Background: an optimization exercise with open tools, aiming at small area and a short achievable clock period. Do not read the settings as production practice.
At most, simulation tests tie the RTL to the original design; equivalence was not proved.
Only the layout flow was run in runs 7 and 8; the RTL was not checked for function there.
Power figures rest on the tool's default switching activity, not on a simulated workload.

--- design/flow/design.v ---
`timescale 1ns / 1ps
module entropy_encode_dc_coefficients #(parameter ADDER = 0) (
	input clk,
	input reset_n,
	input in_valid,
	input in_first,
	input [15:0] DcCoeff,
	output out_valid,
	output [31:0] codeword,
	output [5:0] codeword_length
);
reg first_pending;
wire is_first = in_first | first_pending;
reg [15:0] x1;
reg [15:0] pp;        
reg        v1, f1;
always @(posedge clk) begin
	if (!reset_n) begin
		first_pending <= 1'b1;
		v1 <= 1'b0;
	end else begin
		if (in_valid) first_pending <= 1'b0;
		v1 <= in_valid;
	end
	if (in_valid) x1 <= DcCoeff;
	pp <= ~(DcCoeff ^ (x1 & {16{~is_first}}));
	f1 <= is_first;
end
reg        sgn;       
wire [15:0] gg = ~pp & (x1 ^ {16{sgn}});
wire        eq = &pp;                                    
wire [15:0] g0 = {gg[15:1], gg[0] | pp[0]};
wire [16:0] c;
assign c[0] = 1'b1;
genvar b;
generate
	if (ADDER == 1) begin : g_ripple
		for (b = 0; b < 16; b = b + 1) begin : g_r
			assign c[b+1] = g0[b] | (pp[b] & c[b]);
		end
	end else begin : g_sklansky
		wire [15:0] G0 = g0, P0 = pp;
		wire [15:0] G1, P1, G2, P2, G3, P3, G4, P4;
		for (b = 0; b < 16; b = b + 1) begin : g_l0
			if (b & 1) begin : g_node
				assign G1[b] = G0[b] | (P0[b] & G0[((b >> 0) << 0) - 1]);
				assign P1[b] = P0[b] & P0[((b >> 0) << 0) - 1];
			end else begin : g_pass
				assign G1[b] = G0[b];
				assign P1[b] = P0[b];
			end
		end
		for (b = 0; b < 16; b = b + 1) begin : g_l1
			if (b & 2) begin : g_node
				assign G2[b] = G1[b] | (P1[b] & G1[((b >> 1) << 1) - 1]);
				assign P2[b] = P1[b] & P1[((b >> 1) << 1) - 1];
			end else begin : g_pass
				assign G2[b] = G1[b];
				assign P2[b] = P1[b];
			end
		end
		for (b = 0; b < 16; b = b + 1) begin : g_l2
			if (b & 4) begin : g_node
				assign G3[b] = G2[b] | (P2[b] & G2[((b >> 2) << 2) - 1]);
				assign P3[b] = P2[b] & P2[((b >> 2) << 2) - 1];
			end else begin : g_pass
				assign G3[b] = G2[b];
				assign P3[b] = P2[b];
			end
		end
		for (b = 0; b < 16; b = b + 1) begin : g_l3
			if (b & 8) begin : g_node
				assign G4[b] = G3[b] | (P3[b] & G3[((b >> 3) << 3) - 1]);
				assign P4[b] = P3[b] & P3[((b >> 3) << 3) - 1];
			end else begin : g_pass
				assign G4[b] = G3[b];
				assign P4[b] = P3[b];
			end
		end
		assign c[16:1] = G4;
	end
endgenerate
wire [15:0] e = pp ^ c[15:0];
wire        e16 = pp[15] ^ c[16];
wire [16:0] m = {e ^ {16{e16}}, e16};
wire d_neg = sgn ? (~e16 & ~eq) : e16;
always @(posedge clk) begin
	if (in_valid & is_first) sgn <= 1'b0;
	else if (v1) sgn <= d_neg & ~f1;
end
reg [16:0] m2;
reg        v2, f2;
reg [1:0]  cls;    
always @(posedge clk) begin
	if (!reset_n) v2 <= 1'b0;
	else v2 <= v1;
	m2 <= m;
	f2 <= f1;
end
wire [1:0] mcls = (m2 == 17'd0) ? 2'd0 :
                  (m2 <= 17'd2) ? 2'd1 :
                  (m2 <= 17'd4) ? 2'd2 : 2'd3;
always @(posedge clk) begin
	if (v2) cls <= f2 ? 2'd3 : mcls;
end
wire cF = f2;
wire c0 = ~f2 & (cls == 2'd0);
wire c1 = ~f2 & (cls == 2'd1);
wire c2 = ~f2 & (cls == 2'd2);
wire c3 = ~f2 & (cls == 2'd3);
wire mlt4 = (m2[16:2] == 15'd0);      
wire [17:0] lowk;     
assign lowk = cF ? 18'h1f : c1 ? 18'h1 : c3 ? 18'h7 : 18'h0;
wire [16:0] mm = m2 | lowk[16:0];
wire [17:0] cin;      
assign cin[0] = 1'b1;
genvar j;
generate for (j = 1; j < 18; j = j + 1) begin : g_carry
	assign cin[j] = &mm[j-1:0];
end endgenerate
wire inc = ~c2;
wire [17:0] s;
assign s[16:0] = m2 ^ (cin[16:0] & ~lowk[16:0] & {17{inc}});
assign s[17] = inc & cin[17];
wire [17:0] cw = {s[17:3], s[2] | (c2 & mlt4), s[1:0]};
wire [17:0] t;
generate for (j = 1; j < 18; j = j + 1) begin : g_therm
	if (j < 17) begin : g_or
		assign t[j] = (|m2[16:j]) | (inc & cin[j]) | (c2 & (j <= 2));
	end else begin : g_top
		assign t[j] = inc & cin[j];
	end
end endgenerate
assign t[0] = 1'b1;
wire [1:0] sh = cF ? 2'd2 : (c3 | (c2 & mlt4)) ? 2'd1 : 2'd0;
wire [19:0] tx = {2'b00, t};
wire [17:0] u = (sh == 2'd2) ? tx[19:2] : (sh == 2'd1) ? tx[18:1] : tx[17:0];
reg [4:0] half;
integer i;
always @(*) begin
	half = 5'd0;
	for (i = 1; i < 18; i = i + 1)
		if (u[i] & ~u[(i < 17) ? i + 1 : 17] | (i == 17 & u[17])) half = i;
end
wire [5:0] len = {half, c0 | (c2 & mlt4)};
reg        v3;
reg [17:0] cw3;
reg [5:0]  len3;
always @(posedge clk) begin
	if (!reset_n) v3 <= 1'b0;
	else v3 <= v2;
	cw3 <= cw;
	len3 <= len;
end
assign out_valid = v3;
assign codeword = {14'h0, cw3};
assign codeword_length = len3;
endmodule
--- design/flow/flow/run.sh ---
#!/bin/bash
# The standard layout with two changes:
#  - the input and output ports are buffered with plain buffers instead of
#    the delay buffers buffer_ports picks by default;
#  - synthesis leaves adders to ABC instead of mapping them to full/half-adder
#    cells first (ADDER_MAP_FILE empty); registers are unchanged.
# make's full output goes to make.log in the work folder; ORFS keeps each
# tool's log under orfs/logs/.
set -euo pipefail
cd "$(dirname "$0")/.."
bash standard.sh "BUFFER_PORTS_ARGS=-buffer_cell sky130_fd_sc_hd__buf_2" "ADDER_MAP_FILE=" finish > make.log 2>&1
--- design/flow/standard.sh ---
#!/bin/bash
# synth_recipe.tcl (not shown) runs the flow's synth.tcl, then flattens the netlist and writes it again
# the make line also repeats each setting of config.mk as NAME=value (left out here)
make -C /OpenROAD-flow-scripts/flow DESIGN_CONFIG=/design/flow/config.mk WORK_HOME=/design/flow/orfs CLKGATE_MAP_FILE= SYNTH_SCRIPT=/design/flow/synth_recipe.tcl "${@:-finish}"
--- design/flow/config.mk ---
export PLATFORM = sky130hd
export DESIGN_NAME = entropy_encode_dc_coefficients
export DESIGN_NICKNAME = entropy_encode_dc_coefficients
export VERILOG_FILES = /design/flow/design.v
export SDC_FILE = /design/flow/constraint.sdc
export NUM_CORES = 4
export LEC_CHECK = 0
export ABC_AREA = 1
export CAP_MARGIN = 20
export CORE_MARGIN = 2
export CORE_UTILIZATION = 40
export SETUP_SLACK_MARGIN = 3.05
export SLEW_MARGIN = 20
--- design/flow/constraint.sdc ---
create_clock -name core_clock -period 5.0 [get_ports {clk}]
set_input_delay 1.0000 -clock core_clock [delete_from_list [all_inputs] [get_ports {clk}]]
set_output_delay 1.0000 -clock core_clock [all_outputs]
set_load 0.01 [all_outputs]
==> metrics.yaml, run 1 <==
synthesis:
  synthAdderAreaFrac: 0
  synth_xor_area_frac: 0.1101
  synth.most_common_cell: "nand2_1"
  ys_warn_count: 1
  synth_area_leader_cell: "dfxtp_1"
  synth_top_family_by_area: "simple AND/OR/NAND/NOR gates"
  synth.area.top_cells: "dfxtp_1, nand2_1, edfxtp_1"
  yosysUniqueCellTypes: 41
  yosysSeqAreaShare: 0.4029
  synth_top_area_frac: 0.2833
  synth_mux_area_frac: 0
  synthFlopType: "dfxtp_1"
  synthCells: 611
  synth_common_cells: "nand2_1, nor2_1, inv_1"
  async_flop_share: 0
  synth_area_um2: 4522
  ys_ff_latch: 82
  synth-simple-area-share: 0.3406
  synth_compound_area_frac: 0.04234
  avgSynthCellArea_um2: 7.401
  synth_edf_count: 18
floorplanning:
  die_w_um: 110.3
  core-area_um2: 10940
  top_level_ports: 59
  die_area_um2: 12170
  start_util: 0.4135
  dieHeight_um: 110.3
  rows: 38
clocking:
  numCtsBuffers: 9
  clk_pin_slew_worst_paths_ns: 0.06
  hold_buffers: 0
  cts_tree: "built"
  clock_path_buffers: 2
  cts_root_buf: "clkbuf_16"
  clock_sinks: 82
  clk_latency_ns: 0.34
  cts_htree_levels: 3
timing:
  period_minus_slack_ns: 2.000
  slew_headroom: 0.4810
  tightest_slew_ns: 0.7733
  finalSetupViolCount: 0
  drv_slew: 0
  skew_ns: 0.006971
  hold_viol: 0
  max_freq_ghz: 0.5000
  setup_slack_ns: 3.000
  totalNegativeSetupSlack_ns: 0
  rsz0062_at_grt: "true"
  timing.final.crit_share: 0.4000
global_routing:
  grt-ovfl-total: 0
  antenna_found_initial: 0
  grt_max_degree: 23
  grt_pass1_wl_mm: 15.17
  track_usage: 0.1608
  grt_pass1_vias: 3414
min_path:
  min_from: "f1$_DFF_P_"
  hp-class: "flop to flop"
setup_path:
  crit_path_end: "len3[3]$_SDFF_PP0_"
  required_ns: 5.23
  regToRegEndpoint: "len3[3]$_SDFF_PP0_"
  reg2reg_from: "cls[0]$_SDFFCE_PP1P_"
  startpoint_type: "flop"
  reg2reg_slack_ns: 3.00
  ff2ff_path_depth: 13
  crit_start: "cls[0]$_SDFFCE_PP1P_"
  critPathArrivalTime_ns: 2.23
  cp_max_fo: 7
  cp-end-kind: "flop"
  worstSetupPathType: "flop to flop"
finish:
  antenna_cells: 0
  multi_input_area_um2: 2484
  syn2layout_area_growth_pct: 21.78
  regArea_um2: 1831
  fillCellCount: 1075
  nets: 692
  drive_gt1_frac: 0.2216
placed_design:
  dp_hpwl_mm: 6.776
  preCtsSetupSlack_ns: 2.669
  portBuffers: 44
  gp_congestion: 0.9624
route:
  routedWlPerCell_um: 11.35
  drtIter0Drc: 123
  firstDrtPassIters: 4
  drt_wl_total_mm: 9.270
  via_count: 3738
  drc: 0
  vias_per_cell: 4.575
  postRouteAntennaNets: 0
power_and_ir_drop:
  power_density_nw_per_um2: 410.7
  cellLeakagePower_nw: 2.663
  ir_drop_mv: 0.1869
outcome:
  status: "timing/DRC/antenna clean"
job:
  drv_cap: 0
-- power breakdown --
group	internal [mW]	switching (mW)
registers	0.829	0.0982
logic	0.232	0.376
clock network	0.472	0.254
-- logic make-up (layout without fill, tap and decap cells) --
family,Yosys count,after routing
AO/OA/AOI/OAI,32,32
XOR/XNOR,50,50
buffers and inverters,102,154
flip-flops,82,82
other,1,14
AND/OR/NAND/NOR,344,345
-- worst min-delay path by stage --
stage	slack (ns)	endpoint	cells past startpoint
after floorplan	0.33	f2$_DFF_P_	0
after detailed placement	0.34	f2$_DFF_P_	0
final	0.34	f2$_DFF_P_	0
after global routing	0.35	f2$_DFF_P_	0
after global placement	0.35	f2$_DFF_P_	0
after CTS	0.35	f2$_DFF_P_	0
-- flip-flops by register name, summed over array words and instances (netlist names), 2 cells and up --
register,count
cls,2
cw3,18
len3,6
pp,16
x1,16
m2,17
-- per-layer routing --
layer  GRT usage  share of wire  vias up
met5           0              0        -
met4     0.06696          0.021        0
met3     0.04938          0.049       18
met2      0.2581           0.47       78
met1      0.2007           0.46     1649
li1            -              -     1993
-- metrics by stage --
stage / std cells / hold slack [ns] / util / power (mW) / area, µm²
floorplan: 624 / 0.3314 / - / 1.345 / 4573
global placement: 786 / 0.3493 / 0.4397 / 1.501 / 4808
detailed placement: 786 / 0.3447 / 0.4397 / 1.505 / 4808
CTS: 808 / 0.3473 / 0.4816 / 2.262 / 5266
global route: 817 / 0.3536 / 0.5035 / 2.413 / 5507
finish: 817 / 0.3443 / 0.5035 / 2.261 / 5507
-- placed cells by master, fill, tap and decap left out, types with 2 or more instances in the layout --
cell type,instances
dfxtp_1,61
nor3_2,3
edfxtp_1,18
buf_4,13
xor2_2,9
a21oi_1,8
inv_1,66
clkinv_1,2
clkinv_2,2
nand3_2,6
xor2_1,38
buf_2,44
o21ai_0,8
dfxtp_4,2
o21ai_1,5
nand2_4,9
nor3_1,7
nor2_2,6
conb_1,14
a21oi_2,2
inv_4,3
clkbuf_8,2
nor2_1,67
nor2_4,5
nand3_4,2
o211ai_1,2
nor2_8,2
clkbuf_16,12
nand4_1,9
and2_1,3
xnor2_1,3
nand3_1,50
nand2_1,160
inv_2,7
nand2_8,3
nand2_2,10
-- final cells by class --
type                       count  share of cell area
multi-input combinational    441              0.4510
sequential                    82              0.3324
inverter                      79             0.05658
tap                          140             0.03181
clock inverter                 3            0.007271
timing repair buffer          59             0.06589
clock buffer                  13             0.05499
-- worst max-delay path, cell delays in order, from the launching register on --
cell and delay (ns):
edfxtp_1 0.48, nand2_4 0.16, nand2_4 0.07, nor2_4 0.15
nor2_8 0.08, buf_4 0.14, o21ai_0 0.10, nand2_1 0.14
nand2_1 0.11, nand3_1 0.09, o21ai_0 0.09, nand2_1 0.07
nor2_1 0.13, nand2_1 0.06
-- what timing repair did --
| action | 4_1_cts | 5_1_grt |
|---|---|---|
| endpoints found under the setup margin | 24 | 21 |
| setup buffers | 5 | 8 |
| resized for setup | 17 | 38 |
| pin swaps | 4 | 22 |
| gates cloned | 1 | 1 |
==> run 2: changes to the inputs <==
--- a/design/flow/config.mk
+++ b/design/flow/config.mk
@@ -8,6 +8,8 @@
 export ABC_AREA = 1
 export CAP_MARGIN = 20
 export CORE_MARGIN = 2
-export CORE_UTILIZATION = 40
-export SETUP_SLACK_MARGIN = 3.05
+export CORE_UTILIZATION = 65
+export CTS_CLUSTER_DIAMETER = 200
+export CTS_CLUSTER_SIZE = 50
+export SETUP_SLACK_MARGIN = 2.9
 export SLEW_MARGIN = 20
==> metrics.yaml, run 2 <==
setup_path:
  crit_buf_inv: 0
  crit_family: "simple AND/OR/NAND/NOR gates"
  critPathMaxStageDelay_ns: 0.46
  cp_max_fo: 8
  cp-end-kind: "flop"
  path_cells: "o21ai_4, nand2_4, nor2_8, nand2_8, nor2_8, a21oi_2, nand2_1, nand2_1, nor2_2, o21ai_1, nor2_2, nand2_1"
  cp.depth: 12
  cpMostUsedCell: "nand2_1"
  worstSetupPathType: "flop to flop"
  critPathArrivalTime_ns: 2.28
  startpoint_type: "flop"
  required_ns: 5.24
  ff2ff_path_depth: 12
  crit_slowest_cell: "edfxtp_1"
finish:
  fin_area_um2: 5077
  syn2layout_area_growth_pct: 12.29
  antenna_cells: 0
  reg.largest.list: "cw3: 18 flops, m2: 17 flops"
  drive_gt1_frac: 0.1917
  largest_reg_flops: 18
  nets: 688
  final_common_cell: "nand2_1"
  post-route-util: 0.7515
  final_cells: 753
  top_register: "cw3"
  fillCellCount: 548
  mostFrequentLayoutCells: "nand2_1, nor2_1, inv_1, dfxtp_1, nand3_1"
power_and_ir_drop:
  power_density_nw_per_um2: 385.6
  pwr-share-clk: 0.233
  pwr-share-comb: 0.292
  cellLeakagePower_nw: 2.511
  seqPwrFrac: 0.475
  p_sw_frac: 0.3564
  p_int_mw: 1.260
  power_switching_uw: 697.8
  ir_drop_mv: 0.2206
  p_total_mw: 1.958
timing:
  timing.hold.ws_ns: 0.3465
  timing.final.crit_share: 0.4081
  slew_headroom: 0.5414
  max_freq_ghz: 0.4900
  finalSetupViolCount: 0
  setup_slack_ns: 2.959
  rsz0062_at_grt: "true"
  skew_ns: 0.01096
  tightest_slew_ns: 0.6872
  totalNegativeSetupSlack_ns: 0
  hold_viol: 0
  drv_slew: 0
  period_minus_slack_ns: 2.041
synthesis:
  synth.most_common_cell: "nand2_1"
  synth_area_um2: 4522
  yosysUniqueCellTypes: 41
  synth_area_leader_cell: "dfxtp_1"
  synthAdderAreaFrac: 0
  synthCells: 611
  synth_mux_area_frac: 0
  synth.area.top_cells: "dfxtp_1, nand2_1, edfxtp_1"
  synth-simple-area-share: 0.3406
  synth_common_cells: "nand2_1, nor2_1, inv_1"
  synth_edf_count: 18
  ys_ff_latch: 82
  synth_top_area_frac: 0.2833
  yosysSeqAreaShare: 0.4029
  async_flop_share: 0
  ys_warn_count: 1
  synth_xor_area_frac: 0.1101
  avgSynthCellArea_um2: 7.401
  synth_top_family_by_area: "simple AND/OR/NAND/NOR gates"
  synth_compound_area_frac: 0.04234
  synthFlopType: "dfxtp_1"
min_path:
  holdPathStages: 0
  hp-class: "flop to flop"
global_routing:
  groute.layer.met3.usage: 0.05782
  use_met1: 0.2718
  busiest_layer: "met2"
  grt_pass1_wl_mm: 14.10
  gr-usage-met2: 0.4132
  grt_max_degree: 23
  track_usage: 0.2321
  grt_pass1_vias: 3411
  grt-ovfl-total: 0
  antenna_found_initial: 0
floorplanning:
  rows: 30
  core-area_um2: 6756
  top_level_ports: 59
  die_area_um2: 7640
  start_util: 0.6693
  dieHeight_um: 87.41
  die_w_um: 87.41
route:
  routedWlPerCell_um: 11.37
  drt_wl_total_mm: 8.562
  drc: 0
  firstDrtPassIters: 5
  postRouteAntennaNets: 0
  drtIter0Drc: 159
  via_count: 3789
  vias_per_cell: 5.032
outcome:
  status: "timing/DRC/antenna clean"
clocking:
  cts_root_buf: "clkbuf_8"
  numCtsBuffers: 9
  cts_tree: "built"
  clk_latency_ns: 0.36
  clock_path_buffers: 2
  clk_pin_slew_worst_paths_ns: 0.08
  cts_htree_levels: 3
  clock_sinks: 82
job:
  drv_cap: 0
placed_design:
  preCtsSetupSlack_ns: 2.421
  place_area_um2: 4723
  placed_cells: 725
  gp_congestion: 0.9000
  portBuffers: 44
  dp_hpwl_mm: 6.298
==> run 2: changes by cell type in the layout (fill, tap and decap cells not counted), moves of 3 or more <==
cell,before,now
nor3_1,7,10
clkbuf_16,12,1
nand2_1,160,164
clkbuf_8,2,9
nand2_4,9,3
clkinvlp_4,0,3
buf_4,13,10
nor3_2,3,0
nand3_1,50,54
==> run 2: cell type report <==
class	instances	area, µm²	share of cell area
clock buffer	11	152.6	0.03006
inverter	79	304.0	0.05988
clock inverter	5	36.28	0.007146
multi-input combinational	441	2345	0.4618
tap	80	100.1	0.01971
sequential	82	1833	0.3610
timing repair buffer	55	306.5	0.06037
==> run 2: cell families after synthesis <==
| kind of cell | Yosys count |
|---|---|
| other cells | 1 |
| xor+xnor | 50 |
| buf+inv | 102 |
| simple gates | 344 |
| compound gates | 32 |
| flops | 82 |
==> run 2: final timing paths <==
kind,startpoint,to,slack (ns)
worst max register to register,cls[1]$_SDFFCE_PP1P_,len3[4]$_SDFF_PP0_,2.96
worst min-delay path,f1$_DFF_P_,f2$_DFF_P_,0.35
worst min register to register,f1$_DFF_P_,f2$_DFF_P_,0.35
worst max-delay path,cls[1]$_SDFFCE_PP1P_,len3[4]$_SDFF_PP0_,2.96
==> run 2: power by group through the flow <==
stage / registers [mW] / logic [mW] / clock network [mW]
floorplan: 0.956 / 0.388 / 0
global placement: 0.937 / 0.539 / 0
detailed placement: 0.942 / 0.549 / 0
CTS: 0.926 / 0.553 / 0.466
global route: 0.949 / 0.653 / 0.493
finish: 0.929 / 0.572 / 0.456
==> run 2: repair_timing <==
item                                    CTS  global route
gates cloned                              0             1
buffers inserted                          0            11
gates resized for setup                   8            12
pin swaps                                 0             8
endpoints found under the hold margin     0             0
hold buffers                              0             0
endpoints found under the setup margin   23            15
==> run 2: routing by layer <==
layer | wire length, µm | part of all wire
met1 | 3767 | 0.44
met2 | 4374 | 0.51
met3 | 310 | 0.036
met4 | 109 | 0.013
met5 | 0 | 0
==> run 3: changes to the inputs <==
--- a/design/flow/config.mk
+++ b/design/flow/config.mk
@@ -5,7 +5,7 @@
 export SDC_FILE = /design/flow/constraint.sdc
 export NUM_CORES = 4
 export LEC_CHECK = 0
-export ABC_AREA = 1
+export ABC_AREA = 0
 export CAP_MARGIN = 20
 export CORE_MARGIN = 2
 export CORE_UTILIZATION = 65
==> metrics.yaml, run 3 <==
outcome:
  status: "timing/DRC/antenna clean"
power_and_ir_drop:
  cellLeakagePower_nw: 2.374
  ir_drop_mv: 0.2169
  power_switching_uw: 938.7
  power_density_nw_per_um2: 409.8
  seqPwrFrac: 0.432
  p_sw_frac: 0.3785
  pwr-share-comb: 0.344
  pwr-share-clk: 0.224
  p_int_mw: 1.541
timing:
  slew_headroom: 0.6550
  hold_viol: 0
  period_minus_slack_ns: 2.456
  drv_slew: 0
  max_freq_ghz: 0.4071
  totalNegativeSetupSlack_ns: 0
  timing.final.crit_share: 0.4912
  skew_ns: 0.01561
  finalSetupViolCount: 0
  tightest_slew_ns: 0.5151
  rsz0062_at_grt: "true"
global_routing:
  grt_max_degree: 21
  gr-usage-met2: 0.4776
  groute.layer.met3.usage: 0.08116
  grt-ovfl-total: 0
  grt_pass1_vias: 3775
  antenna_found_initial: 0
  use_met1: 0.3353
  busiest_layer: "met2"
  track_usage: 0.2869
  grt_pass1_wl_mm: 17.39
setup_path:
  required_ns: 5.25
  cp-end-kind: "flop"
  startpoint_type: "flop"
  reg2reg_from: "cls[1]$_SDFFCE_PP1P_"
  ff2ff_path_depth: 9
  reg2reg_slack_ns: 2.54
  worstSetupPathType: "flop to flop"
  regToRegEndpoint: "len3[1]$_SDFF_PP1_"
  cp_max_fo: 6
  critPathArrivalTime_ns: 2.70
clocking:
  numCtsBuffers: 9
  clk_pin_slew_worst_paths_ns: 0.09
  cts_htree_levels: 3
  clock_sinks: 82
  hold_buffers: 0
  cts_tree: "built"
  clock_path_buffers: 2
  cts_root_buf: "clkbuf_8"
  clk_latency_ns: 0.37
synthesis:
  ys_warn_count: 1
  yosysSeqAreaShare: 0.3908
  ys_ff_latch: 82
  synth_area_um2: 4662
  synth.area.top_cells: "dfxtp_1, edfxtp_1, xnor2_1"
  synth.most_common_cell: "dfxtp_1"
  synth_edf_count: 18
  async_flop_share: 0
  yosysUniqueCellTypes: 79
  synth_top_area_frac: 0.2748
  synthCells: 504
  synth_common_cells: "dfxtp_1, nand2_1, nor2_1"
  synthFlopType: "dfxtp_1"
  avgSynthCellArea_um2: 9.250
  synth_area_leader_cell: "dfxtp_1"
finish:
  final_common_cell: "nand2_1"
  fillCellCount: 315
  reg.largest.list: "cw3: 18 flops, m2: 17 flops"
  multi_input_area_um2: 3028
  antenna_cells: 0
  regArea_um2: 1851
  syn2layout_area_growth_pct: 29.79
  largest_reg_flops: 18
  fin_area_um2: 6051
  nets: 608
  mostFrequentLayoutCells: "nand2_1, dfxtp_1, buf_2, buf_4, nor2_1"
  drive_gt1_frac: 0.3777
  top_register: "cw3"
  post-route-util: 0.8809
min_path:
  min_from: "f1$_DFF_P_"
  holdPathStages: 0
  hp-class: "flop to flop"
  min_to: "f2$_DFF_P_"
placed_design:
  portBuffers: 44
  gp_congestion: 0.9224
  place_area_um2: 4775
  dp_hpwl_mm: 6.704
floorplanning:
  die_area_um2: 7866
  rows: 30
  start_util: 0.6787
  top_level_ports: 59
  die_w_um: 88.69
  dieHeight_um: 88.69
  core-area_um2: 6869
route:
  firstDrtPassIters: 6
  vias_per_cell: 6.470
  drtIter0Drc: 445
  drc: 0
  drt_wl_total_mm: 13.76
  routedWlPerCell_um: 19.97
  postRouteAntennaNets: 0
  via_count: 4458
job:
  drv_cap: 0
## run 3: changes by cell type in the layout (fill, tap and decap cells not counted), sizes merged, moves of 7 or more
cell,previous run,this run
a211oi,0,9
a21oi,11,35
a31oi,1,10
and2,3,10
buf,55,100
inv,78,21
nand2,181,52
nand3,58,17
nor2,81,37
nor2b,0,7
xnor2,3,35
xor2,47,29
## run 3: power by group through the flow
stage / Combinational [mW] / Clock, mW / Sequential (mW)
3_3_place_gp: 0.570 / 0 / 1.02
4_1_cts: 0.661 / 0.556 / 1.03
3_5_place_dp: 0.583 / 0 / 1.02
6_report: 0.852 / 0.555 / 1.07
5_1_grt: 0.905 / 0.584 / 1.09
2_1_floorplan: 0.505 / 0 / 0.972
## run 3: timing repair
item	CTS	global route
endpoints found under the setup margin	39	22
buffers inserted	35	20
resized for setup	57	63
pin swaps	23	27
gates cloned	1	0
## run 3: worst max path at each step
stage                               from                 end  slack [ns]  cells after the start
CTS                 cls[1]$_SDFFCE_PP1P_  len3[1]$_SDFF_PP1_        2.71                      7
floorplan                 m2[14]$_DFF_P_  len3[1]$_SDFF_PP1_        2.85                      8
finish              cls[1]$_SDFFCE_PP1P_  len3[1]$_SDFF_PP1_        2.54                      9
global route        cls[1]$_SDFFCE_PP1P_  len3[2]$_SDFF_PP0_        2.47                      9
detailed placement            f2$_DFF_P_  len3[1]$_SDFF_PP1_        1.92                      7
global placement              f2$_DFF_P_  len3[1]$_SDFF_PP1_        2.01                      7
## run 3: cell families after synthesis
logic type	count (synthesis)	synth area share
XOR/XNOR	66	0.1299
buffers and inverters	60	0.08078
AND/OR/NAND/NOR	180	0.2048
AO/OA/AOI/OAI	113	0.1884
multiplexers	2	0.004562
other	1	0.0008044
flip-flops	82	0.3908
## run 3: final cells by class
type                            count  share of cell area
Clock buffer                        9             0.02047
Clock inverter                      7             0.01613
Inverter                           19             0.01365
Multi-Input combinational cell    375              0.5004
Sequential cell                    82              0.3058
Tap cell                           96             0.01985
Timing Repair Buffer              101              0.1237
## run 3: critical path, stage by stage, from the launching register on
cell and delay (ns):
edfxtp_1 0.50, nand2b_4 0.21, buf_4 0.15, a211oi_4 0.27, buf_4 0.21, a31oi_1 0.20
nand3b_1 0.21, o311ai_2 0.18, nor4_4 0.27, nand4b_1 0.12
## run 3: stage by stage
step	hold WS (ns)	setup WS, ns	instances	power [mW]
final	0.3796	2.544	689	2.480
after global routing	0.3748	2.467	689	2.581
after CTS	0.3559	2.713	669	2.249
after detailed placement	0.3510	1.920	617	1.606
after global placement	0.3527	2.005	617	1.588
after floorplan	0.3315	2.855	517	1.477
## run 3: routing by layer
| metal | wire, µm | part of all wire |
|---|---|---|
| met1 | 5037 | 0.37 |
| met2 | 6744 | 0.49 |
| met3 | 1175 | 0.085 |
| met5 | 0 | 0 |
| met4 | 800 | 0.058 |
==> run 4: changes to the inputs <==
--- a/design/flow/config.mk
+++ b/design/flow/config.mk
@@ -5,11 +5,11 @@
 export SDC_FILE = /design/flow/constraint.sdc
 export NUM_CORES = 4
 export LEC_CHECK = 0
-export ABC_AREA = 0
+export ABC_AREA = 1
 export CAP_MARGIN = 20
 export CORE_MARGIN = 2
 export CORE_UTILIZATION = 65
 export CTS_CLUSTER_DIAMETER = 200
 export CTS_CLUSTER_SIZE = 50
-export SETUP_SLACK_MARGIN = 2.9
+export SETUP_SLACK_MARGIN = 2.6
 export SLEW_MARGIN = 20
==> metrics.yaml, run 4 <==
floorplanning:
  top_level_ports: 59
  start_util: 0.6693
  core-area_um2: 6756
  dieHeight_um: 87.41
  die_w_um: 87.41
  die_area_um2: 7640
  rows: 30
synthesis:
  synth_top_area_frac: 0.2833
  synthCells: 611
  synth_common_cells: "nand2_1, nor2_1, inv_1"
  yosysUniqueCellTypes: 41
  synth_area_um2: 4522
  synth_area_leader_cell: "dfxtp_1"
  ys_ff_latch: 82
  yosysSeqAreaShare: 0.4029
  avgSynthCellArea_um2: 7.401
  synthFlopType: "dfxtp_1"
  synth.most_common_cell: "nand2_1"
  synth_edf_count: 18
  async_flop_share: 0
  synth.area.top_cells: "dfxtp_1, nand2_1, edfxtp_1"
  ys_warn_count: 1
finish:
  reg.largest.list: "cw3: 18 flops, m2: 17 flops"
  largest_reg_flops: 18
  drive_gt1_frac: 0.1664
  syn2layout_area_growth_pct: 8.965
  antenna_cells: 0
  post-route-util: 0.7293
  nets: 676
  final_common_cell: "nand2_1"
  fin_area_um2: 4927
  top_register: "cw3"
  mostFrequentLayoutCells: "nand2_1, nor2_1, inv_1, dfxtp_1, nand3_1"
route:
  drtIter0Drc: 150
  firstDrtPassIters: 4
  drt_wl_total_mm: 8.152
  postRouteAntennaNets: 0
  via_count: 3648
  vias_per_cell: 4.923
  routedWlPerCell_um: 11.00
  drc: 0
min_path:
  hp-class: "flop to flop"
  min_from: "f1$_DFF_P_"
  holdPathStages: 0
  min_to: "f2$_DFF_P_"
setup_path:
  reg2reg_from: "f2$_DFF_P_"
  worstSetupPathType: "flop to flop"
  startpoint_type: "flop"
  path_cells: "inv_4, nand3_2, nand2_4, nor2_8, nand2_4, inv_2, nand2_1, nand2_1, nand2_1, o21ai_2, inv_2, nand2_2, nand2_1, nor2_2, nand2_1"
  required_ns: 5.25
  cp-end-kind: "flop"
  crit_slowest_cell: "dfxtp_2"
  critPathMaxStageDelay_ns: 0.56
  critPathArrivalTime_ns: 2.40
  reg2reg_slack_ns: 2.85
  cp_max_fo: 16
  ff2ff_path_depth: 15
  cpMostUsedCell: "nand2_1"
  regToRegEndpoint: "len3[4]$_SDFF_PP0_"
global_routing:
  grt_pass1_wl_mm: 14.08
  antenna_found_initial: 0
  grt_max_degree: 23
  track_usage: 0.2318
  grt_pass1_vias: 3414
  grt-ovfl-total: 0
timing:
  period_minus_slack_ns: 2.151
  totalNegativeSetupSlack_ns: 0
  finalSetupViolCount: 0
  hold_viol: 0
  tightest_slew_ns: 0.7002
  drv_slew: 0
  rsz0062_at_grt: "false"
  max_freq_ghz: 0.4650
  timing.hold.ws_ns: 0.3472
  timing.final.crit_share: 0.4301
  slew_headroom: 0.5327
  skew_ns: 0.009971
  setup_slack_ns: 2.849
clocking:
  numCtsBuffers: 9
  clock_path_buffers: 2
  clock_sinks: 82
  post_cts_buffers: 0
  cts_tree: "built"
  clk_latency_ns: 0.36
  cts_htree_levels: 3
  clk_pin_slew_worst_paths_ns: 0.08
  cts_root_buf: "clkbuf_8"
placed_design:
  dp_hpwl_mm: 6.298
  preCtsSetupSlack_ns: 2.421
  gp_congestion: 0.9000
  place_area_um2: 4723
  portBuffers: 44
power_and_ir_drop:
  power_density_nw_per_um2: 391.8
  ir_drop_mv: 0.2217
  cellLeakagePower_nw: 2.437
job:
  drv_cap: 0
outcome:
  status: "timing/DRC/antenna clean"
-- run 4: cell count changes after synthesis, moves of 24 or more --
cell / change
a21oi_1: -24
inv_1: +50
nand2_1: +117
nand3_1: +40
nor2_1: +34
xnor2_1: -32
-- run 4: worst max path at each step --
stage | startpoint | endpoint | slack (ns)
6_report | f2$_DFF_P_ | len3[4]$_SDFF_PP0_ | 2.85
5_1_grt | f2$_DFF_P_ | len3[1]$_SDFF_PP1_ | 2.62
4_1_cts | f2$_DFF_P_ | len3[4]$_SDFF_PP0_ | 2.60
3_5_place_dp | sgn$_SDFFE_PP0P_ | m2[14]$_DFF_P_ | 2.42
3_3_place_gp | sgn$_SDFFE_PP0P_ | m2[15]$_DFF_P_ | 2.51
2_1_floorplan | in_first | pp[10]$_DFF_P_ | 3.04
-- run 4: cell type report --
| type | count | area, µm² |
|---|---|---|
| clock buffers | 11 | 152.6 |
| clock inverters | 5 | 36.28 |
| well taps | 80 | 100.1 |
| inverters | 79 | 299.0 |
| flip-flops and latches | 82 | 1827 |
| multi-input cells | 440 | 2292 |
| fillers | 577 | 1829 |
| repair buffers | 44 | 220.2 |
-- run 4: metal layers --
metal / vias to the layer above / global-route usage / share of wire
met2: 72 / 0.4125 / 0.50
met1: 1605 / 0.2703 / 0.45
li1: 1959 / - / -
met5: - / 0 / 0
met4: 0 / 0.08252 / 0.013
met3: 12 / 0.05498 / 0.038
-- run 4: through the flow --
stage                     total power, mW  cells
after global routing                2.072    741
final                               1.931    741
after CTS                           1.944    741
after detailed placement            1.491    725
after floorplan                     1.345    624
after global placement              1.476    725
-- run 4: critical path: cells and delay by family (launching register included) --
family,cells,cell delay [ns]
buffers and inverters,3,0.31
and+or+nand+nor,11,1.08
DFF,1,0.56
AOI/OAI and AO/OA,1,0.07
-- run 4: power by group --
part	total, mW	leakage [nW]	internal (mW)	switching (mW)
logic	0.547	1.64	0.211	0.336
clock network	0.457	0.0871	0.212	0.246
registers	0.927	0.706	0.828	0.0990
total	1.93	2.44	1.25	0.680
-- run 4: what timing repair did --
item	4_1_cts	5_1_grt
hold endpoints to repair	0	0
hold buffers	0	0
gates resized for setup	1	4
endpoints found under the setup margin	16	6
gates cloned	0	0
-- run 4: kinds of logic (layout without fill, tap and decap cells) --
| family | Yosys count | after routing | share of synthesized area |
|---|---|---|---|
| compound gates | 32 | 32 | 0.04234 |
| buf+inv | 102 | 139 | 0.1032 |
| other cells | 1 | 14 | 0.0008293 |
| simple gates | 344 | 344 | 0.3406 |
| flops | 82 | 82 | 0.4029 |
| xor+xnor | 50 | 50 | 0.1101 |
==> run 5: changes to the inputs <==
--- a/design/flow/config.mk
+++ b/design/flow/config.mk
@@ -11,5 +11,5 @@
 export CORE_UTILIZATION = 65
 export CTS_CLUSTER_DIAMETER = 200
 export CTS_CLUSTER_SIZE = 50
-export SETUP_SLACK_MARGIN = 2.6
+export SETUP_SLACK_MARGIN = 2.8
 export SLEW_MARGIN = 20
==> metrics.yaml, run 5 <==
synthesis:
  synth_edf_count: 18
  avgSynthCellArea_um2: 7.401
  synth_common_cells: "nand2_1, nor2_1, inv_1"
  synth_area_um2: 4522
  synthCells: 611
  ys_ff_latch: 82
  synthFlopType: "dfxtp_1"
  synth_top_family_by_area: "simple AND/OR/NAND/NOR gates"
  yosysUniqueCellTypes: 41
  yosysSeqAreaShare: 0.4029
  synth.area.top_cells: "dfxtp_1, nand2_1, edfxtp_1"
  synth_mux_area_frac: 0
  async_flop_share: 0
  synth_xor_area_frac: 0.1101
  synth_top_area_frac: 0.2833
  synth_area_leader_cell: "dfxtp_1"
  synth.most_common_cell: "nand2_1"
  synth-simple-area-share: 0.3406
  synth_compound_area_frac: 0.04234
  synthAdderAreaFrac: 0
  ys_warn_count: 1
clocking:
  clk_latency_ns: 0.36
  clk_pin_slew_worst_paths_ns: 0.08
  clock_sinks: 82
  cts_root_buf: "clkbuf_8"
  cts_htree_levels: 3
  clock_path_buffers: 2
  cts_tree: "built"
  hold_buffers: 0
  numCtsBuffers: 9
placed_design:
  gp_congestion: 0.9000
  place_area_um2: 4723
  preCtsSetupSlack_ns: 2.421
  portBuffers: 44
  dp_hpwl_mm: 6.298
floorplanning:
  top_level_ports: 59
  start_util: 0.6693
  die_w_um: 87.41
  core-area_um2: 6756
  die_area_um2: 7640
  dieHeight_um: 87.41
  rows: 30
route:
  route.met3.wl_um: 339
  wl_met1_mm: 3.604
  drtIter0Drc: 145
  firstDrtPassIters: 4
  postRouteAntennaNets: 0
  drt_wl_total_mm: 8.219
  via_count: 3699
  met2_length_mm: 4.162
  vias_per_cell: 4.972
  routedWlPerCell_um: 11.05
  maxUsedRoutingLayer: "met4"
  drc: 0
setup_path:
  reg2reg_from: "m2[16]$_DFF_P_"
  critPathArrivalTime_ns: 2.25
  path_cells: "nor2_1, nand2_2, nor2_4, nand3_2, nand2_4, inv_1, nor2_1, nor2_1, nand2_1, nand2_1, nor3_1, nand3_1"
  required_ns: 5.23
  cpMostUsedCell: "nor2_1"
  cp-end-kind: "flop"
  reg2reg_slack_ns: 2.98
  crit_slowest_cell: "dfxtp_1"
  startpoint_type: "flop"
  worstSetupPathType: "flop to flop"
  critPathMaxStageDelay_ns: 0.35
  ff2ff_path_depth: 12
  regToRegEndpoint: "len3[1]$_SDFF_PP1_"
  cp_max_fo: 13
  crit_buf_inv: 1
  crit_family: "simple AND/OR/NAND/NOR gates"
timing:
  finalSetupViolCount: 0
  period_minus_slack_ns: 2.023
  rsz0062_at_grt: "true"
  drv_slew: 0
  totalNegativeSetupSlack_ns: 0
  hold_viol: 0
  slew_headroom: 0.5331
  tightest_slew_ns: 0.6996
  max_freq_ghz: 0.4942
  setup_slack_ns: 2.977
  timing.final.crit_share: 0.4047
  skew_ns: 0.01000
finish:
  top_register: "cw3"
  fillCellCount: 559
  mostFrequentLayoutCells: "nand2_1, nor2_1, inv_1, dfxtp_1, nand3_1"
  largest_reg_flops: 18
  fin_area_um2: 4995
  antenna_cells: 0
  nets: 679
  drive_gt1_frac: 0.1762
  syn2layout_area_growth_pct: 10.46
  post-route-util: 0.7393
  reg.largest.list: "cw3: 18 flops, m2: 17 flops"
  final_common_cell: "nand2_1"
min_path:
  min_from: "f1$_DFF_P_"
  hp-class: "flop to flop"
  min_to: "f2$_DFF_P_"
  holdPathStages: 0
global_routing:
  grt_pass1_vias: 3414
  track_usage: 0.2318
  grt_max_degree: 23
  grt_pass1_wl_mm: 14.08
  grt-ovfl-total: 0
  antenna_found_initial: 0
power_and_ir_drop:
  cellLeakagePower_nw: 2.457
  power_density_nw_per_um2: 388.6
  ir_drop_mv: 0.2218
outcome:
  status: "timing/DRC/antenna clean"
job:
  drv_cap: 0
run 5: layer usage:
layer  track usage  up-vias
li1              -     1967
met1        0.2703     1636
met2        0.4125       83
met3       0.05498       13
met4       0.08252        0
met5             0        -
run 5: logic make-up (layout without fill, tap and decap cells):
kind of cell / after synthesis / after routing
compound gates: 32 / 32
other cells: 1 / 14
xor+xnor: 50 / 50
flops: 82 / 82
buf+inv: 102 / 141
simple gates: 344 / 345
run 5: power by group:
group	switching (mW)	total [mW]	leakage [nW]	internal, mW
Clock	0.245	0.456	0.0871	0.212
Sequential	0.0979	0.926	0.707	0.828
Combinational	0.344	0.559	1.66	0.214
run 5: worst max path at each step:
stage / slack [ns] / start / to / cells past startpoint
floorplan: 3.04 / in_first / pp[10]$_DFF_P_ / 4
global placement: 2.51 / sgn$_SDFFE_PP0P_ / m2[15]$_DFF_P_ / 15
detailed placement: 2.42 / sgn$_SDFFE_PP0P_ / m2[14]$_DFF_P_ / 15
CTS: 2.82 / m2[16]$_DFF_P_ / len3[1]$_SDFF_PP1_ / 12
global route: 2.76 / m2[16]$_DFF_P_ / len3[1]$_SDFF_PP1_ / 12
finish: 2.98 / m2[16]$_DFF_P_ / len3[1]$_SDFF_PP1_ / 12
run 5: cell type report:
| cell class | count | area (µm²) | share of cell area |
|---|---|---|---|
| multi-input combinational | 441 | 2336 | 0.4677 |
| sequential | 82 | 1833 | 0.3670 |
| inverter | 79 | 301.5 | 0.06037 |
| timing repair buffer | 46 | 235.2 | 0.04709 |
| clock buffer | 11 | 152.6 | 0.03056 |
| tap | 80 | 100.1 | 0.02004 |
| clock inverter | 5 | 36.28 | 0.007265 |
run 5: timing repair:
action                     CTS  global route
setup buffers                0             2
pin swaps                    0             2
cloned                       0             1
resized for setup            4            11
setup endpoints to repair   21             6
run 5: per-stage QoR:
stage / power (mW) / std cells / hold WS (ns)
after floorplan: 1.345 / 624 / 0.3314
after global placement: 1.476 / 725 / 0.3474
after detailed placement: 1.491 / 725 / 0.3397
after CTS: 1.944 / 741 / 0.3427
after global routing: 2.084 / 744 / 0.3393
final: 1.941 / 744 / 0.3459
==> run 6: changes to the inputs <==
--- a/design/flow/flow/run.sh
+++ b/design/flow/flow/run.sh
@@ -8,4 +8,4 @@
 # tool's log under orfs/logs/.
 set -euo pipefail
 cd "$(dirname "$0")/.."
-bash standard.sh "BUFFER_PORTS_ARGS=-buffer_cell sky130_fd_sc_hd__buf_2" "ADDER_MAP_FILE=" finish > make.log 2>&1
+bash standard.sh "BUFFER_PORTS_ARGS=-buffer_cell sky130_fd_sc_hd__buf_1" "ADDER_MAP_FILE=" finish > make.log 2>&1
==> metrics.yaml, run 6 <==
finish:
  mostFrequentLayoutCells: "nand2_1, nor2_1, inv_1, dfxtp_1, nand3_1"
  nets: 685
  fillCellCount: 541
  top_register: "cw3"
  reg.largest.list: "cw3: 18 flops, m2: 17 flops"
  antenna_cells: 0
  largest_reg_flops: 18
  drive_gt1_frac: 0.1194
  syn2layout_area_growth_pct: 10.60
  final_common_cell: "nand2_1"
timing:
  slew_headroom: 0.3480
  finalSetupViolCount: 0
  totalNegativeSetupSlack_ns: 0
  hold_viol: 0
  rsz0062_at_grt: "false"
  max_freq_ghz: 0.5036
  setup_slack_ns: 3.014
  tightest_slew_ns: 0.9780
  skew_ns: 0.008223
  drv_slew: 0
  period_minus_slack_ns: 1.986
  timing.final.crit_share: 0.3972
  timing.hold.ws_ns: 0.3505
route:
  vias_per_cell: 5.055
  via_count: 3791
  firstDrtPassIters: 7
  drc: 0
  routedWlPerCell_um: 11.32
  drtIter0Drc: 142
  postRouteAntennaNets: 0
  drt_wl_total_mm: 8.488
global_routing:
  grt_pass1_vias: 3320
  grt-ovfl-total: 0
  antenna_found_initial: 0
  track_usage: 0.2345
  grt_max_degree: 23
  grt_pass1_wl_mm: 14.21
synthesis:
  ys_warn_count: 1
  ys_ff_latch: 82
  synth_area_leader_cell: "dfxtp_1"
  synth.most_common_cell: "nand2_1"
  synth.area.top_cells: "dfxtp_1, nand2_1, edfxtp_1"
  avgSynthCellArea_um2: 7.401
  synthCells: 611
  synth_edf_count: 18
  yosysSeqAreaShare: 0.4029
  async_flop_share: 0
  yosysUniqueCellTypes: 41
  synth_area_um2: 4522
  synthFlopType: "dfxtp_1"
  synth_top_area_frac: 0.2833
  synth_common_cells: "nand2_1, nor2_1, inv_1"
setup_path:
  crit_buf_inv: 1
  path_cells: "inv_2, o21ai_4, nand2_4, nor2_8, nand2_8, nor2_8, a21oi_1, nand2_1, nand2_1, nor2_2, nor2_1, nor2_1, nand3_1"
  cp_max_fo: 8
  critPathMaxStageDelay_ns: 0.40
  ff2ff_path_depth: 13
  required_ns: 5.24
  regToRegEndpoint: "len3[1]$_SDFF_PP1_"
  reg2reg_slack_ns: 3.01
  worstSetupPathType: "flop to flop"
  crit_start: "m2[0]$_DFF_P_"
  cp.depth: 13
  crit_slowest_cell: "dfxtp_2"
  crit_path_end: "len3[1]$_SDFF_PP1_"
  crit_family: "simple AND/OR/NAND/NOR gates"
  startpoint_type: "flop"
  reg2reg_from: "m2[0]$_DFF_P_"
  critPathArrivalTime_ns: 2.22
  cp-end-kind: "flop"
clocking:
  clock_sinks: 82
  clock_path_buffers: 2
  cts_htree_levels: 3
  hold_buffers: 0
  clk_pin_slew_worst_paths_ns: 0.09
  cts_tree: "built"
  numCtsBuffers: 9
  clk_latency_ns: 0.36
  cts_root_buf: "clkbuf_8"
floorplanning:
  die_area_um2: 7640
  rows: 30
  start_util: 0.6693
  core-area_um2: 6756
  top_level_ports: 59
  dieHeight_um: 87.41
  die_w_um: 87.41
job:
  drv_cap: 0
power_and_ir_drop:
  power_density_nw_per_um2: 389.8
  ir_drop_mv: 0.2897
  cellLeakagePower_nw: 2.374
min_path:
  holdPathStages: 0
  hp-class: "flop to flop"
  min_from: "f1$_DFF_P_"
placed_design:
  gp_congestion: 0.9005
  dp_hpwl_mm: 6.393
  portBuffers: 44
  preCtsSetupSlack_ns: 2.417
outcome:
  status: "timing/DRC/antenna clean"
## run 6: layout make-up
cell class / instances / area (µm²) / share of cell area
flip-flops and latches: 82 / 1831 / 0.3660
well taps: 80 / 100.1 / 0.02001
clock inverters: 4 / 32.53 / 0.006505
inverters: 79 / 301.5 / 0.06030
multi-input cells: 441 / 2338 / 0.4676
repair buffers: 52 / 231.5 / 0.04628
clock buffers: 12 / 166.4 / 0.03328
## run 6: logic make-up after synthesis
kind of cell | count (synthesis) | share of synthesized area
flip-flops | 82 | 0.4029
AND/OR/NAND/NOR | 344 | 0.3406
buffers and inverters | 102 | 0.1032
XOR/XNOR | 50 | 0.1101
AO/OA/AOI/OAI | 32 | 0.04234
other | 1 | 0.0008293
## run 6: worst min-delay path by stage
stage | end | slack [ns]
after floorplan | f2$_DFF_P_ | 0.33
after detailed placement | f2$_DFF_P_ | 0.36
after global placement | f2$_DFF_P_ | 0.35
after global routing | f2$_DFF_P_ | 0.36
after CTS | f2$_DFF_P_ | 0.36
final | f2$_DFF_P_ | 0.35
## run 6: layer usage
metal	part of all wire	GRT usage	up-vias
met5	0	0	-
met4	0.020	0.08951	0
met3	0.039	0.04265	20
met2	0.51	0.4084	98
met1	0.43	0.2867	1691
li1	-	-	1982
## run 6: metrics by stage
stage	instance area [µm²]	std cells	util	total power, mW
CTS	4875	741	0.7215	1.948
detailed placement	4668	725	0.6909	1.475
global placement	4668	725	0.6909	1.458
finish	5001	750	0.7402	1.949
floorplan	4571	624	-	1.345
global route	5001	750	0.7402	2.083
## run 6: report_power, final
group,total [mW],leakage [nW],internal [mW],switching (mW)
clock,0.475,0.0943,0.227,0.248
combinational,0.544,1.57,0.196,0.348
sequential,0.930,0.706,0.828,0.102
## run 6: repair_timing
item,CTS,global route
gates cloned,0,1
pin swaps,0,5
resized for setup,4,11
setup endpoints to repair,21,7
setup buffers,0,8
==> run 7: changes to the inputs <==
--- a/design/flow/design.v
+++ b/design/flow/design.v
@@ -100,14 +100,18 @@
 wire [1:0] mcls = (m2 == 17'd0) ? 2'd0 :
                   (m2 <= 17'd2) ? 2'd1 :
                   (m2 <= 17'd4) ? 2'd2 : 2'd3;
+wire [1:0] ncls = ~v2 ? cls : f2 ? 2'd3 : mcls;
 always @(posedge clk) begin
 	if (v2) cls <= f2 ? 2'd3 : mcls;
 end
+reg c0, c1, c2, c3;
+always @(posedge clk) begin
+	c0 <= ~f1 & (ncls == 2'd0);
+	c1 <= ~f1 & (ncls == 2'd1);
+	c2 <= ~f1 & (ncls == 2'd2);
+	c3 <= ~f1 & (ncls == 2'd3);
+end
 wire cF = f2;
-wire c0 = ~f2 & (cls == 2'd0);
-wire c1 = ~f2 & (cls == 2'd1);
-wire c2 = ~f2 & (cls == 2'd2);
-wire c3 = ~f2 & (cls == 2'd3);
 wire mlt4 = (m2[16:2] == 15'd0);      
 wire [17:0] lowk;     
 assign lowk = cF ? 18'h1f : c1 ? 18'h1 : c3 ? 18'h7 : 18'h0;
--- a/design/flow/flow/run.sh
+++ b/design/flow/flow/run.sh
@@ -8,4 +8,4 @@
 # tool's log under orfs/logs/.
 set -euo pipefail
 cd "$(dirname "$0")/.."
-bash standard.sh "BUFFER_PORTS_ARGS=-buffer_cell sky130_fd_sc_hd__buf_1" "ADDER_MAP_FILE=" finish > make.log 2>&1
+bash standard.sh "BUFFER_PORTS_ARGS=-buffer_cell sky130_fd_sc_hd__buf_2" "ADDER_MAP_FILE=" finish > make.log 2>&1
==> metrics.yaml, run 7 <==
floorplanning:
  core-area_um2: 6869
  die_area_um2: 7854
  top_level_ports: 59
  start_util: 0.6776
  dieHeight_um: 88.62
  rows: 30
  die_w_um: 88.62
route:
  firstDrtPassIters: 5
  routedWlPerCell_um: 12.80
  via_count: 4143
  postRouteAntennaNets: 0
  drtIter0Drc: 160
  drc: 0
  drt_wl_total_mm: 10.30
  vias_per_cell: 5.147
setup_path:
  reg2reg_from: "f2$_DFF_P_"
  regToRegEndpoint: "len3[2]$_SDFF_PP0_"
  crit_path_end: "len3[2]$_SDFF_PP0_"
  worstSetupPathType: "flop to flop"
  cp-end-kind: "flop"
  startpoint_type: "flop"
  reg2reg_slack_ns: 2.95
  crit_start: "f2$_DFF_P_"
  ff2ff_path_depth: 12
  required_ns: 5.31
  critPathArrivalTime_ns: 2.36
  cp_max_fo: 10
timing:
  totalNegativeSetupSlack_ns: 0
  skew_ns: 0.01559
  slew_headroom: 0.5178
  hold_viol: 0
  timing.hold.ws_ns: 0.3925
  period_minus_slack_ns: 2.045
  max_freq_ghz: 0.4890
  timing.final.crit_share: 0.4090
  rsz0062_at_grt: "true"
  drv_slew: 0
  finalSetupViolCount: 0
  tightest_slew_ns: 0.7225
synthesis:
  synth_area_leader_cell: "dfxtp_1"
  synthCells: 647
  synth_common_cells: "nand2_1, inv_1, nor2_1"
  avgSynthCellArea_um2: 7.194
  synth_edf_count: 16
  synthFlopType: "dfxtp_1"
  ys_ff_latch: 86
  synth_area_um2: 4654
  ys_warn_count: 1
  synth_top_area_frac: 0.3011
  yosysUniqueCellTypes: 39
  synth.area.top_cells: "dfxtp_1, nand2_1, edfxtp_1"
  yosysSeqAreaShare: 0.4043
  async_flop_share: 0
  synth.most_common_cell: "nand2_1"
finish:
  largest_reg_flops: 18
  fin_area_um2: 5238
  reg.largest.list: "cw3: 18 flops, m2: 17 flops"
  nets: 724
  top_register: "cw3"
  fillCellCount: 535
  drive_gt1_frac: 0.1693
  final_cells: 805
  antenna_cells: 0
  mostFrequentLayoutCells: "nand2_1, inv_1, nor2_1, dfxtp_1"
  syn2layout_area_growth_pct: 12.53
  final_common_cell: "nand2_1"
  post-route-util: 0.7625
global_routing:
  track_usage: 0.2793
  grt-ovfl-total: 0
  antenna_found_initial: 0
  grt_pass1_wl_mm: 17.10
  grt_pass1_vias: 3950
  grt_max_degree: 19
placed_design:
  placed_cells: 778
  portBuffers: 44
  gp_congestion: 0.9709
  dp_hpwl_mm: 7.769
  place_area_um2: 4880
clocking:
  clk_pin_slew_worst_paths_ns: 0.11
  hold_buffers: 0
  cts_tree: "built"
  cts_htree_levels: 3
  numCtsBuffers: 9
  cts_root_buf: "clkbuf_8"
  clock_path_buffers: 2
  clk_latency_ns: 0.37
  clock_sinks: 86
job:
  drv_cap: 0
power_and_ir_drop:
  p_sw_frac: 0.3815
  cellLeakagePower_nw: 2.630
  pwr-share-clk: 0.231
  power_switching_uw: 806.4
  ir_drop_mv: 0.3211
  pwr-share-comb: 0.311
  power_density_nw_per_um2: 403.6
  seqPwrFrac: 0.459
  p_int_mw: 1.307
min_path:
  hp-class: "flop to flop"
  holdPathStages: 0
outcome:
  status: "timing/DRC/antenna clean"
## run 7: changes by cell type after synthesis, moves of 4 or more
| cell | previous run | this run |
|---|---|---|
| nand2_1 | 168 | 195 |
| xnor2_1 | 3 | 19 |
| inv_1 | 67 | 81 |
| nand3_1 | 55 | 47 |
| xor2_2 | 8 | 1 |
| dfxtp_1 | 64 | 70 |
| o21ai_0 | 10 | 16 |
| inv_2 | 9 | 4 |
| nand2_2 | 9 | 5 |
## run 7: worst max-delay path: stages (launching register included)
cell and delay, ns:
dfxtp_4 0.44, clkinvlp_4 0.18, nand3_2 0.15, nand2_2 0.12, nor2_1 0.19, nand3_1 0.19, nand2_1 0.17, nor2_1 0.06
nor3_1 0.19, nand2_1 0.08, nand2_1 0.08, inv_1 0.05, nand3_1 0.07
## run 7: layout make-up
class	instances	area [µm²]	area share
Multi-Input combinational cell	466	2400	0.4582
Sequential cell	86	1892	0.3612
Inverter	86	330.3	0.06307
Timing Repair Buffer	55	302.8	0.05781
Clock buffer	9	123.9	0.02365
Tap cell	96	120.1	0.02293
Clock inverter	7	68.82	0.01314
## run 7: power groups by stage
stage	Combinational (mW)	Clock (mW)	Sequential [mW]
6_report	0.657	0.487	0.970
5_1_grt	0.738	0.521	0.992
4_1_cts	0.635	0.494	0.969
3_5_place_dp	0.621	0	0.987
3_3_place_gp	0.614	0	0.981
2_1_floorplan	0.421	0	1.00
## run 7: how the worst min path moves through the flow
stage,startpoint,end,slack (ns)
after floorplan,f1$_DFF_P_,f2$_DFF_P_,0.35
after global placement,c0$_DFF_P_,len3[0]$_DFF_P_,0.39
after detailed placement,f1$_DFF_P_,f2$_DFF_P_,0.39
after CTS,f1$_DFF_P_,f2$_DFF_P_,0.40
after global routing,f1$_DFF_P_,f2$_DFF_P_,0.41
final,f1$_DFF_P_,f2$_DFF_P_,0.39
## run 7: cell families after synthesis
family                    synth area share
and+or+nand+nor                     0.3363
buffers and inverters               0.1051
DFF                                 0.4043
xor gates and xnor gates            0.1070
AOI/OAI and AO/OA                  0.04651
other                            0.0008057
## run 7: through the flow
stage / setup WS, ns / power, mW
4_1_cts: 2.858 / 2.099
5_1_grt: 2.794 / 2.251
2_1_floorplan: 3.044 / 1.422
6_report: 2.955 / 2.114
3_5_place_dp: 2.142 / 1.608
3_3_place_gp: 2.187 / 1.595
## run 7: repair_timing
action	CTS	global route
pin swaps	1	1
buffers inserted	6	5
setup endpoints to repair	24	20
gates resized for setup	6	18
## run 7: layer usage
layer  up-vias  part of all wire  track usage
met1      1863              0.41       0.3210
met4         0             0.029       0.1309
met2       152              0.51       0.5014
li1       2095                 -            -
met3        33             0.050      0.04851
met5         -                 0            0
==> run 8: changes to the inputs <==
--- a/design/flow/design.v
+++ b/design/flow/design.v
@@ -100,18 +100,14 @@
 wire [1:0] mcls = (m2 == 17'd0) ? 2'd0 :
                   (m2 <= 17'd2) ? 2'd1 :
                   (m2 <= 17'd4) ? 2'd2 : 2'd3;
-wire [1:0] ncls = ~v2 ? cls : f2 ? 2'd3 : mcls;
 always @(posedge clk) begin
 	if (v2) cls <= f2 ? 2'd3 : mcls;
 end
-reg c0, c1, c2, c3;
-always @(posedge clk) begin
-	c0 <= ~f1 & (ncls == 2'd0);
-	c1 <= ~f1 & (ncls == 2'd1);
-	c2 <= ~f1 & (ncls == 2'd2);
-	c3 <= ~f1 & (ncls == 2'd3);
-end
 wire cF = f2;
+wire c0 = ~f2 & (cls == 2'd0);
+wire c1 = ~f2 & (cls == 2'd1);
+wire c2 = ~f2 & (cls == 2'd2);
+wire c3 = ~f2 & (cls == 2'd3);
 wire mlt4 = (m2[16:2] == 15'd0);      
 wire [17:0] lowk;     
 assign lowk = cF ? 18'h1f : c1 ? 18'h1 : c3 ? 18'h7 : 18'h0;
@@ -127,25 +123,17 @@
 assign s[16:0] = m2 ^ (cin[16:0] & ~lowk[16:0] & {17{inc}});
 assign s[17] = inc & cin[17];
 wire [17:0] cw = {s[17:3], s[2] | (c2 & mlt4), s[1:0]};
-wire [17:0] t;
-generate for (j = 1; j < 18; j = j + 1) begin : g_therm
-	if (j < 17) begin : g_or
-		assign t[j] = (|m2[16:j]) | (inc & cin[j]) | (c2 & (j <= 2));
-	end else begin : g_top
-		assign t[j] = inc & cin[j];
-	end
-end endgenerate
-assign t[0] = 1'b1;
-wire [1:0] sh = cF ? 2'd2 : (c3 | (c2 & mlt4)) ? 2'd1 : 2'd0;
-wire [19:0] tx = {2'b00, t};
-wire [17:0] u = (sh == 2'd2) ? tx[19:2] : (sh == 2'd1) ? tx[18:1] : tx[17:0];
-reg [4:0] half;
+wire [16:0] w = m2 | {12'b0, cF, cF, cF | c3 | c2, cF | c3, cF | c3 | c1};
+wire all1 = inc & w[0] & (&(~w[16:1] | w[15:0]));
+reg [4:0] flw;
 integer i;
 always @(*) begin
-	half = 5'd0;
-	for (i = 1; i < 18; i = i + 1)
-		if (u[i] & ~u[(i < 17) ? i + 1 : 17] | (i == 17 & u[17])) half = i;
+	flw = 5'd0;
+	for (i = 1; i < 17; i = i + 1)
+		if (w[i]) flw = i;
 end
+wire [1:0] sh = cF ? 2'd2 : (c3 | (c2 & mlt4)) ? 2'd1 : 2'd0;
+wire [4:0] half = flw + {4'b0, all1} - {3'b0, sh};
 wire [5:0] len = {half, c0 | (c2 & mlt4)};
 reg        v3;
 reg [17:0] cw3;
==> metrics.yaml, run 8 <==
setup_path:
  crit_slowest_cell: "edfxtp_1"
  critPathMaxStageDelay_ns: 0.42
  regToRegEndpoint: "len3[3]$_DFF_P_"
  startpoint_type: "flop"
  cp-end-kind: "flop"
  crit_family: "simple AND/OR/NAND/NOR gates"
  critPathArrivalTime_ns: 2.49
  reg2reg_from: "cls[0]$_SDFFCE_PP1P_"
  cpMostUsedCell: "nand2_1"
  worstSetupPathType: "flop to flop"
  cp_max_fo: 4
  ff2ff_path_depth: 26
  crit_buf_inv: 1
  required_ns: 5.25
  reg2reg_slack_ns: 2.76
timing:
  timing.hold.ws_ns: 0.3548
  totalNegativeSetupSlack_ns: 0
  hold_viol: 0
  timing.final.crit_share: 0.4484
  tightest_slew_ns: 0.6934
  setup_slack_ns: 2.758
  period_minus_slack_ns: 2.242
  slew_headroom: 0.5372
  skew_ns: 0.008643
  max_freq_ghz: 0.4460
  drv_slew: 0
  finalSetupViolCount: 0
  rsz0062_at_grt: "true"
route:
  postRouteAntennaNets: 0
  routedWlPerCell_um: 12.08
  vias_per_cell: 4.994
  drtIter0Drc: 151
  firstDrtPassIters: 4
  via_count: 3116
  drc: 0
  drt_wl_total_mm: 7.536
placed_design:
  gp_congestion: 0.8965
  preCtsSetupSlack_ns: 2.150
  portBuffers: 44
  dp_hpwl_mm: 5.285
power_and_ir_drop:
  ir_drop_mv: 0.2599
  cellLeakagePower_nw: 2.170
  power_density_nw_per_um2: 454.8
floorplanning:
  dieHeight_um: 82.47
  core-area_um2: 5921
  top_level_ports: 59
  start_util: 0.6760
  die_area_um2: 6801
  rows: 28
  die_w_um: 82.47
synthesis:
  synth.area.top_cells: "dfxtp_1, edfxtp_1, nand2_1"
  synth_top_area_frac: 0.3201
  synth_common_cells: "nand2_1, dfxtp_1, nor2_1"
  synth.most_common_cell: "nand2_1"
  synthCells: 484
  synth_edf_count: 18
  ys_warn_count: 1
  synth_area_um2: 4003
  yosysSeqAreaShare: 0.4551
  ys_ff_latch: 82
  async_flop_share: 0
  avgSynthCellArea_um2: 8.270
  yosysUniqueCellTypes: 39
  synth_area_leader_cell: "dfxtp_1"
  synthFlopType: "dfxtp_1"
min_path:
  hp-class: "flop to flop"
  min_from: "f1$_DFF_P_"
  holdPathStages: 0
  min_to: "f2$_DFF_P_"
finish:
  largest_reg_flops: 18
  nets: 564
  syn2layout_area_growth_pct: 16.47
  final_common_cell: "nand2_1"
  fillCellCount: 416
  antenna_cells: 0
  top_register: "cw3"
  reg.largest.list: "cw3: 18 flops, m2: 17 flops"
  drive_gt1_frac: 0.2386
  mostFrequentLayoutCells: "nand2_1, dfxtp_1, nor2_1, inv_1, buf_2"
clocking:
  cts_tree: "built"
  cts_htree_levels: 3
  clock_sinks: 82
  cts_root_buf: "clkbuf_8"
  clk_latency_ns: 0.35
  clock_path_buffers: 2
  clk_pin_slew_worst_paths_ns: 0.09
  numCtsBuffers: 9
global_routing:
  grt_pass1_wl_mm: 11.77
  track_usage: 0.2269
  grt-ovfl-total: 0
  grt_pass1_vias: 2816
  antenna_found_initial: 0
  grt_max_degree: 20
outcome:
  status: "timing/DRC/antenna clean"
job:
  drv_cap: 0
[run 8: cell count changes in the layout (fill, tap and decap cells not counted), sizes merged, moves of 4 or more]
cell,previous run,this run
buf,55,59
xnor2,19,23
nor4,1,6
dfxtp,70,64
nand2,201,119
nor2,80,58
nor3,9,4
nand4,9,4
nand3,51,16
inv,90,60
[run 8: logic make-up after synthesis]
group,Yosys count,share of synthesized area
AO/OA/AOI/OAI,45,0.06909
XOR/XNOR,61,0.1335
buffers and inverters,82,0.09690
flip-flops,82,0.4551
other,1,0.0009369
AND/OR/NAND/NOR,213,0.2444
[run 8: area by class of cell]
type	count	area, µm²	share of cell area
clock inverters	5	55.05	0.01181
repair buffers	59	349.1	0.07488
flip-flops and latches	82	1829	0.3924
multi-input cells	333	1972	0.4230
clock buffers	11	131.4	0.02818
inverters	59	231.5	0.04965
well taps	75	93.84	0.02013
[run 8: per-layer routing]
| metal | wire (µm) | GRT usage | vias to the layer above | share of wire |
|---|---|---|---|---|
| met2 | 3898 | 0.4056 | 80 | 0.52 |
| met3 | 291 | 0.05217 | 14 | 0.039 |
| met4 | 133 | 0.08833 | 0 | 0.018 |
| met1 | 3212 | 0.2612 | 1406 | 0.43 |
| li1 | - | - | 1616 | - |
| met5 | 0 | 0 | - | 0 |
[run 8: worst register-to-register path, stage by stage (launching register included)]
cell,delay [ns]
edfxtp_1,0.42
nand2_2,0.13
nand2_4,0.07
nor2_4,0.13
nand3_2,0.07
nand2_1,0.07
nand2_1,0.04
nand2_1,0.05
nand2_1,0.04
nand2_1,0.06
nand2_1,0.05
nand2_1,0.05
nand2_1,0.06
nand2_1,0.06
nand2_1,0.05
nand2_1,0.05
nand2_1,0.06
nand2_2,0.08
nand2_4,0.08
nand2_8,0.09
nand2_4,0.06
nand2_4,0.08
inv_2,0.05
nand2_1,0.08
nand2_1,0.06
nand2_1,0.05
nand2_1,0.04
[run 8: stage by stage]
stage / total power [mW] / cell area (µm²) / instances / utilization
4_1_cts: 2.090 / 4494 / 618 / 0.7591
2_1_floorplan: 1.439 / 4051 / 497 / -
3_3_place_gp: 1.585 / 4199 / 593 / 0.7092
3_5_place_dp: 1.608 / 4199 / 593 / 0.7092
5_1_grt: 2.262 / 4662 / 624 / 0.7874
6_report: 2.120 / 4662 / 624 / 0.7874
[run 8: timing repair]
| action | 4_1_cts | 5_1_grt |
|---|---|---|
| hold buffers | 0 | 0 |
| resized for setup | 10 | 26 |
| setup endpoints to repair | 24 | 24 |
| buffers inserted | 9 | 6 |
| pin swaps | 5 | 13 |
[run 8: worst max path at each step]
| stage | startpoint | cells past startpoint | endpoint | slack, ns |
|---|---|---|---|---|
| after floorplan | cls[1]$_SDFFCE_PP1P_ | 24 | len3[4]$_DFF_P_ | 3.00 |
| after global placement | sgn$_SDFFE_PP0P_ | 19 | sgn$_SDFFE_PP0P_ | 2.25 |
| after detailed placement | sgn$_SDFFE_PP0P_ | 19 | sgn$_SDFFE_PP0P_ | 2.15 |
| after CTS | cls[0]$_SDFFCE_PP1P_ | 23 | len3[5]$_DFF_P_ | 2.80 |
| after global routing | cls[0]$_SDFFCE_PP1P_ | 23 | len3[5]$_DFF_P_ | 2.58 |
| final | cls[0]$_SDFFCE_PP1P_ | 26 | len3[3]$_DFF_P_ | 2.76 |
[run 8: report_power, final]
| part | leakage, nW | switching [mW] | internal [mW] |
|---|---|---|---|
| registers | 0.707 | 0.127 | 0.840 |
| logic | 1.37 | 0.406 | 0.281 |
| clock network | 0.0976 | 0.235 | 0.231 |

what the ideal ports hide:
The flow's constraints put no driver on any port. The routed layouts listed below were extracted and timed again, unchanged, in two steps.
Step 1 sets driving cells, clkbuf_16 on the clock port and buf_2 on the other inputs (assumed; they add their load-dependent delay and slew).
Step 2, shift: input delay + t, output delay - t, t = (earliest + latest rising clock arrival at the registers) / 2. This alone moves slack from input paths to output paths.
Three values: ideal, step 1, step 2; two values: the first two.
run | t (ns) | setup WS [ns] | hold WS [ns]
run 1 | 0.374 | 3.000 / 3.000 / 2.857 | 0.344 / 0.344 / 0.344
run 2 | 0.382 | 2.959 / 2.959 / 2.897 | 0.346 / 0.346 / 0.346
run 3 | 0.393 | 2.544 / 2.544 / 2.544 | 0.380 / 0.380 / 0.380
run 4 | 0.382 | 2.849 / 2.849 / 2.849 | 0.347 / 0.347 / 0.347
run 5 | 0.381 | 2.977 / 2.977 / 2.890 | 0.346 / 0.346 / 0.346
run 6 | 0.379 | 3.014 / 3.014 / 2.807 | 0.351 / 0.351 / 0.351
run 7 | 0.395 | 2.955 / 2.955 / 2.874 | 0.393 / 0.393 / 0.393
run 8 | 0.376 | 2.758 / 2.758 / 2.758 | 0.355 / 0.355 / 0.355
After both steps every run listed still meets setup and hold. For run 6, which loses most, drivers alone change the setup slack by 0.000 ns; drivers and shift together by -0.207 ns.
